This design comes from an exercise in tuning for small area on the open sky130 flow, not from production work.
The RTL was checked by simulation tests, not by an equivalence proof against the original design.
The clock port is modelled as an ideal driver; clocking choices that lean on that would not hold on a real chip.

JK:
==> module DigitToSeg, before the edit <==
module DigitToSeg(D, seg, an);
input [3:0] D;
output [6:0] seg;
output [3:0] an;
assign seg[0] = (D == 4'd0) | (D == 4'd1) | (D == 4'd2) | (D == 4'd9) | (D == 4'd10) | (D == 4'd13) | (D == 4'd14) | (D == 4'd15);
assign seg[1] = (D == 4'd6) | (D == 4'd9) | (D == 4'd11) | (D == 4'd13) | (D == 4'd14) | (D == 4'd15);
assign seg[2] = (D == 4'd7) | (D == 4'd9) | (D == 4'd13) | (D == 4'd14) | (D == 4'd15);
assign seg[3] = (D == 4'd1) | (D == 4'd2) | (D == 4'd5) | (D == 4'd10) | (D == 4'd12) | (D == 4'd13) | (D == 4'd14) | (D == 4'd15);
assign seg[4] = (D == 4'd1) | (D == 4'd2) | (D == 4'd3) | (D == 4'd5) | (D == 4'd10) | (D == 4'd11) | (D == 4'd12) | (D == 4'd13) | (D == 4'd14) | (D == 4'd15);
assign seg[5] = (D == 4'd1) | (D == 4'd3) | (D == 4'd5) | (D == 4'd7) | (D == 4'd10) | (D == 4'd13) | (D == 4'd14) | (D == 4'd15);
assign seg[6] = (D == 4'd0) | (D == 4'd1) | (D == 4'd4) | (D == 4'd5) | (D == 4'd9) | (D == 4'd10) | (D == 4'd13) | (D == 4'd14) | (D == 4'd15);
assign an[0] = (D == 4'd1) | (D == 4'd2) | (D == 4'd3) | (D == 4'd4) | (D == 4'd5) | (D == 4'd6) | (D == 4'd7) | (D == 4'd8) | (D == 4'd9) | (D == 4'd10) | (D == 4'd11) | (D == 4'd12) | (D == 4'd13) | (D == 4'd14) | (D == 4'd15);
assign an[1] = (D == 4'd1) | (D == 4'd2) | (D == 4'd3) | (D == 4'd4) | (D == 4'd5) | (D == 4'd6) | (D == 4'd7) | (D == 4'd8) | (D == 4'd10) | (D == 4'd11) | (D == 4'd12) | (D == 4'd13) | (D == 4'd14) | (D == 4'd15);
assign an[2] = (D == 4'd0) | (D == 4'd9) | (D == 4'd10) | (D == 4'd13) | (D == 4'd14) | (D == 4'd15);
assign an[3] = (D == 4'd0) | (D == 4'd1) | (D == 4'd2) | (D == 4'd3) | (D == 4'd4) | (D == 4'd5) | (D == 4'd6) | (D == 4'd7) | (D == 4'd8) | (D == 4'd9) | (D == 4'd11) | (D == 4'd12) | (D == 4'd13) | (D == 4'd14) | (D == 4'd15);
endmodule
==> module Countdown, before the edit <==
module Countdown(m, digit);
input [5:0] m;
output reg [3:0] digit;
always @(*) begin
	if (m < 6'd5) digit = 4'd4;
	else if (m < 6'd10) digit = 4'd12;
	else if (m < 6'd15) digit = 4'd8;
	else if (m < 6'd20) digit = 4'd5;
	else if (m < 6'd24) digit = 4'd6;
	else if (m < 6'd29) digit = 4'd11;
	else if (m < 6'd34) digit = 4'd2;
	else if (m < 6'd39) digit = 4'd3;
	else if (m < 6'd44) digit = 4'd7;
	else if (m < 6'd49) digit = 4'd1;
	else digit = 4'd4;
end
endmodule
==> module main, before the edit <==
module main(clk, reset, multiply, stop, Led, seg, an, sw, dp );
input reset;
input multiply;
input stop;
input clk;
input [7:0] sw;
output [7:0] Led;
output [6:0] seg;
output [3:0] an;
output dp;
reg [15:0] k;
reg        c0;
reg        f10;
reg        win;
reg        lose;
reg        t1, t2;       
reg  [3:0] D;            
reg  [4:0] L;            
wire run = ~win & ~lose;
wire [5:0] m = k[15:10];
wire odd_ok = k[0] ^ c0;
wire at4999  = odd_ok & (k[15:1] == 15'd2499);
wire at54999 = odd_ok & (k[15:1] == 15'd27499);
wire cur0 = (k >= 16'd50000) | (c0 & (k == 16'd49999));
wire ten_ev = (k[9:0] == 10'd0) & t2;
wire one_ev = k[9:0] == 10'd511;
wire [16:0] cy;
wire [15:0] kn;
assign cy[0] = 1'b1;
genvar i;
generate for (i = 0; i < 16; i = i + 1) begin : inc
	assign cy[i+1] = cy[i] & k[i];
	assign kn[i] = ~reset & (k[i] ^ cy[i]);
end endgenerate
wire [3:0] pc;
wire [3:0] digit;
Countdown CD(.m(m), .digit(digit));
SevenSegment2digit P(.sw(sw), .count(pc));
DigitToSeg S(.D(D), .seg(seg), .an(an));
always @(posedge clk) begin
	k <= kn;
	t1 <= f10;
	t2 <= t1;
	L <= multiply ? {pc, 1'b0} : {1'b0, pc};
	if (reset) begin
		c0 <= run;
		f10 <= 1'b1;
		win <= 1'b0;
		lose <= stop & run;
	end else if (run) begin
		if (at4999)
			f10 <= 1'b0;
		if (at54999 | (stop & ~cur0))
			lose <= 1'b1;
		else if (stop)
			win <= 1'b1;
	end
	if (lose)
		D <= 4'd9;
	else if (win)
		D <= 4'd0;
	else if (reset)
		D <= 4'd14;
	else if (ten_ev)
		D <= 4'd10;
	else if (one_ev)
		D <= digit;
end
assign Led = {3'b000, L};
assign dp = 1'b1;
endmodule
clock: 10.0 ns
lec_check: 0
cap_margin: 20
core_margin: 2
core_utilization: 40
slew_margin: 20
standard.sh (not shown) runs the stock make flow with config.mk's settings and CLKGATE_MAP_FILE= SYNTH_SCRIPT=/design/flow/synth_recipe.tcl, a recipe that flattens the netlist after the stock synthesis.
==> flow/flow/run.sh <==
#!/bin/bash
# Own layout flow: the standard ORFS flow (standard.sh) with these changes.
#  1. Synthesis: ORFS's synthesis with the script of its abc call replaced, in
#     two adder variants: no half/full-adder cell mapping, and full adders
#     only. Each variant runs with each flow/abc_*.abc and the run whose netlist
#     has the smallest cell area (buffers aside) is kept as the layout's
#     synthesis (its results are copied, not re-run). Registers are
#     mapped before abc, as in the standard synthesis; the flow checks that the
#     kept netlist has the standard synthesis's registers (names and cell types)
#     and falls back to the standard synthesis if none does.
#  2. Port buffers use the smallest buffer, sky130_fd_sc_hd__buf_1.
#  3. Tie cells: synthesis's two tie cells (constant 1 and constant 0) are merged
#     into one sky130_fd_sc_hd__conb_1 (flow/merge_ties.py), and they are not
#     duplicated per load (SKIP_REPAIR_TIE_FANOUT).
#  4. Clock: before CTS, flow/pre_cts.tcl buffers the clock with one clock buffer
#     per group of registers (OWN_CLK_GROUPS groups by position, OWN_CLKBUF
#     cells); CTS then leaves the buffered net as it is and ORFS's CTS step goes
#     on as usual (legalisation, timing repair).
# Each tool run's full output goes to a log file of its own in the work folder.
set -euo pipefail
W=$PWD
F=$W/flow
export OWN_CLKBUF=${OWN_CLKBUF:-sky130_fd_sc_hd__clkbuf_4}
export OWN_CLK_GROUPS=${OWN_CLK_GROUPS:-3}
R=orfs/results/sky130hd/main/base
TR=results/sky130hd/main/base

regs() {  # register cell types (drive strength dropped) and names of a netlist
  grep -oE 'sky130_fd_sc_hd__[a-z0-9]*df[a-z0-9]*_[0-9]+ +[^ ]+' "$1" | sed -E 's/_[0-9]+ +/ /' | sort
}
area() {  # cell area without buffers from a synth_stat.txt
  awk '/sky130_fd_sc_hd__/ && $3 !~ /__(buf|clkbuf)_/ {s += $2} END {printf "%.3f\n", s}' "$1"
}

# standard synthesis, for its registers
bash standard.sh WORK_HOME="$W/try_std" synth > "$W/synth_std.log" 2>&1
regs "$W/try_std/$TR/1_2_yosys.v" > "$W/regs_std.txt"
test -s "$W/regs_std.txt"

# synthesis scripts: variant x abc script
names=()
for v in noadd fa; do
  for s in "$F"/abc_*.abc; do
    n=${v}_$(basename "$s" .abc)
    sed 's#log_cmd abc {\*}$abc_args#set abc_args [lreplace $abc_args 1 1 '"$s"']; log_cmd abc {*}$abc_args#' \
      "$FLOW_HOME/scripts/synth.tcl" > "$W/synth_body_$n.tcl"
    grep -q "$s" "$W/synth_body_$n.tcl" || continue
    if [[ $v == fa ]]; then
      sed -i 's#extract_fa {\*}\[dont_use_extract_fa_args\]#extract_fa -fa#' "$W/synth_body_$n.tcl"
      grep -q "extract_fa -fa" "$W/synth_body_$n.tcl" || continue
    fi
    sed "s#source \$::env(SCRIPTS_DIR)/synth.tcl#source $W/synth_body_$n.tcl#" "$W/synth_recipe.tcl" > "$W/synth_$n.tcl"
    grep -q "synth_body_$n" "$W/synth_$n.tcl" || continue
    names+=("$n")
  done
done
adder_arg() { if [[ $1 == noadd_* ]]; then echo "ADDER_MAP_FILE="; else echo "OWN_VARIANT=$1"; fi; }

run_try() {
  local n=$1
  bash standard.sh WORK_HOME="$W/try_$n" SYNTH_SCRIPT="$W/synth_$n.tcl" "$(adder_arg "$n")" synth \
    > "$W/synth_$n.log" 2>&1 || return 0
  regs "$W/try_$n/$TR/1_2_yosys.v" > "$W/regs_$n.txt"
  if cmp -s "$W/regs_std.txt" "$W/regs_$n.txt"; then
    echo "$n $(area "$W/try_$n/reports/sky130hd/main/base/synth_stat.txt")" > "$W/area_$n.txt"
  fi
}
i=0
for n in "${names[@]}"; do
  run_try "$n" &
  i=$((i + 1))
  if (( i % ${NUM_CORES:-4} == 0 )); then wait; fi
done
wait

best=""
best_area=""
for n in "${names[@]}"; do
  [[ -s "$W/area_$n.txt" ]] || continue
  a=$(awk '{print $2}' "$W/area_$n.txt")
  echo "$n $a" >> "$W/synth_areas.txt"
  if [[ -z "$best" ]] || awk -v a="$a" -v b="$best_area" 'BEGIN {exit !(a < b)}'; then
    best=$n
    best_area=$a
  fi
done
echo "chosen: ${best:-standard}" >> "$W/synth_areas.txt"

mkdir -p orfs
if [[ -n "$best" ]]; then
  cp -a "$W/try_$best/." orfs/
else
  cp -a "$W/try_std/." orfs/
fi
# one tie cell for both constants (its netlist change makes make rebuild 1_synth.odb)
python3 "$F/merge_ties.py" "$R/1_2_yosys.v" > "$W/merge_ties.log" 2>&1 || true
md5sum "$R/1_2_yosys.v" > "$W/synth_netlist.md5"
bash standard.sh synth > "$W/synth.log" 2>&1
md5sum -c "$W/synth_netlist.md5" >> "$W/synth.log" 2>&1 || true
regs "$R/1_2_yosys.v" > "$W/regs_final.txt"
cmp "$W/regs_std.txt" "$W/regs_final.txt"

bash standard.sh BUFFER_PORTS_ARGS="-buffer_cell sky130_fd_sc_hd__buf_1" SKIP_REPAIR_TIE_FANOUT=1 \
  PRE_CTS_TCL="$F/pre_cts.tcl" finish > "$W/layout.log" 2>&1
test -s out/final.def
Other scripts of this flow, unchanged in this note and not shown: flow/flow/abc_a7.abc, flow/flow/abc_b1.abc, flow/flow/abc_b2.abc, flow/flow/abc_ds2.abc, flow/flow/abc_ds3.abc, flow/flow/abc_n3.abc, flow/flow/abc_p1.abc, flow/flow/abc_p5.abc, flow/flow/merge_ties.py, flow/flow/pre_cts.tcl
Changes in MS relative to JK:
--- a/flow/design.v
+++ b/flow/design.v
@@ -1,18 +1,27 @@
 module DigitToSeg(D, seg, an);
 input [3:0] D;
-output [6:0] seg;
-output [3:0] an;
-assign seg[0] = (D == 4'd0) | (D == 4'd1) | (D == 4'd2) | (D == 4'd9) | (D == 4'd10) | (D == 4'd13) | (D == 4'd14) | (D == 4'd15);
-assign seg[1] = (D == 4'd6) | (D == 4'd9) | (D == 4'd11) | (D == 4'd13) | (D == 4'd14) | (D == 4'd15);
-assign seg[2] = (D == 4'd7) | (D == 4'd9) | (D == 4'd13) | (D == 4'd14) | (D == 4'd15);
-assign seg[3] = (D == 4'd1) | (D == 4'd2) | (D == 4'd5) | (D == 4'd10) | (D == 4'd12) | (D == 4'd13) | (D == 4'd14) | (D == 4'd15);
-assign seg[4] = (D == 4'd1) | (D == 4'd2) | (D == 4'd3) | (D == 4'd5) | (D == 4'd10) | (D == 4'd11) | (D == 4'd12) | (D == 4'd13) | (D == 4'd14) | (D == 4'd15);
-assign seg[5] = (D == 4'd1) | (D == 4'd3) | (D == 4'd5) | (D == 4'd7) | (D == 4'd10) | (D == 4'd13) | (D == 4'd14) | (D == 4'd15);
-assign seg[6] = (D == 4'd0) | (D == 4'd1) | (D == 4'd4) | (D == 4'd5) | (D == 4'd9) | (D == 4'd10) | (D == 4'd13) | (D == 4'd14) | (D == 4'd15);
-assign an[0] = (D == 4'd1) | (D == 4'd2) | (D == 4'd3) | (D == 4'd4) | (D == 4'd5) | (D == 4'd6) | (D == 4'd7) | (D == 4'd8) | (D == 4'd9) | (D == 4'd10) | (D == 4'd11) | (D == 4'd12) | (D == 4'd13) | (D == 4'd14) | (D == 4'd15);
-assign an[1] = (D == 4'd1) | (D == 4'd2) | (D == 4'd3) | (D == 4'd4) | (D == 4'd5) | (D == 4'd6) | (D == 4'd7) | (D == 4'd8) | (D == 4'd10) | (D == 4'd11) | (D == 4'd12) | (D == 4'd13) | (D == 4'd14) | (D == 4'd15);
-assign an[2] = (D == 4'd0) | (D == 4'd9) | (D == 4'd10) | (D == 4'd13) | (D == 4'd14) | (D == 4'd15);
-assign an[3] = (D == 4'd0) | (D == 4'd1) | (D == 4'd2) | (D == 4'd3) | (D == 4'd4) | (D == 4'd5) | (D == 4'd6) | (D == 4'd7) | (D == 4'd8) | (D == 4'd9) | (D == 4'd11) | (D == 4'd12) | (D == 4'd13) | (D == 4'd14) | (D == 4'd15);
+output reg [6:0] seg;
+output reg [3:0] an;
+always @(*) begin
+	case (D)
+	4'd0: begin seg = 7'b1000001; an = 4'b1100; end
+	4'd1: begin seg = 7'b1111001; an = 4'b1011; end
+	4'd2: begin seg = 7'b0011001; an = 4'b1011; end
+	4'd3: begin seg = 7'b0110000; an = 4'b1011; end
+	4'd4: begin seg = 7'b1000000; an = 4'b1011; end
+	4'd5: begin seg = 7'b1111000; an = 4'b1011; end
+	4'd6: begin seg = 7'b0000010; an = 4'b1011; end
+	4'd7: begin seg = 7'b0100100; an = 4'b1011; end
+	4'd8: begin seg = 7'b0000000; an = 4'b1011; end
+	4'd9: begin seg = 7'b0011000; an = 4'b1011; end
+	4'd10: begin seg = 7'b1111001; an = 4'b0111; end
+	4'd11: begin seg = 7'b0010010; an = 4'b1011; end
+	4'd12: begin seg = 7'b1000111; an = 4'b1101; end
+	4'd13: begin seg = 7'b1111111; an = 4'b1111; end
+	4'd14: begin seg = 7'b1111111; an = 4'b1111; end
+	4'd15: begin seg = 7'b1111111; an = 4'b1111; end
+	endcase
+end
 endmodule
 module SevenSegment2digit(sw, count);
 input [7:0] sw;
@@ -36,7 +45,7 @@
 output reg [3:0] digit;
 always @(*) begin
 	if (m < 6'd5) digit = 4'd4;
-	else if (m < 6'd10) digit = 4'd12;
+	else if (m < 6'd10) digit = 4'd9;
 	else if (m < 6'd15) digit = 4'd8;
 	else if (m < 6'd20) digit = 4'd5;
 	else if (m < 6'd24) digit = 4'd6;
@@ -106,7 +115,7 @@
 			win <= 1'b1;
 	end
 	if (lose)
-		D <= 4'd9;
+		D <= 4'd12;
 	else if (win)
 		D <= 4'd0;
 	else if (reset)
--- outcome ---
Between MS and JK, final HPWL from detailed placement is higher for JK, MS comes in under that.
MS vs JK — netlist area before placement dropped slightly
Between MS and JK, the setup skew after layout figures differ only marginally.
Comparing MS and JK, the higher width of the chip was measured on JK.
The fraction of the core area covered by cells at the end of the flow on MS is in line with that on JK.
MS ends up with a post-place setup slack that is 0.018 ns higher than in JK.
MS and JK ended up with nearly the same signed area change from the synthesized netlist to the final layout.

-- re-timing with driven ports --
No port has a modelled driver above. Below, the same layouts with a new extraction and two added sets of constraints. Step 1 (the two cells are an assumption about what drives the block):
set clk [get_ports {clk}]
set_driving_cell -lib_cell sky130_fd_sc_hd__clkbuf_16 $clk
set_driving_cell -lib_cell sky130_fd_sc_hd__buf_2 [delete_from_list [all_inputs] $clk]
Step 2 also shifts input and output timing later by t, the mid clock arrival at the registers, as if the neighbouring blocks saw the same clock. a / b / c = ideal ports / drivers / drivers and shift; a / b = the first two.
run | shift t [ns] | setup WS [ns] | worst setup path at the end | worst slew at a driven data input, ns
JK | 0.201 | 6.280 / 6.246 / 6.383 | input to register | 0.03
MS | 0.196 | 6.492 / 6.458 / 6.432 | input to register | 0.04
After both steps setup and hold are still met in every run listed. The setup slack of MS, which loses most, moves by -0.034 ns with the drivers and by -0.060 ns with both steps.
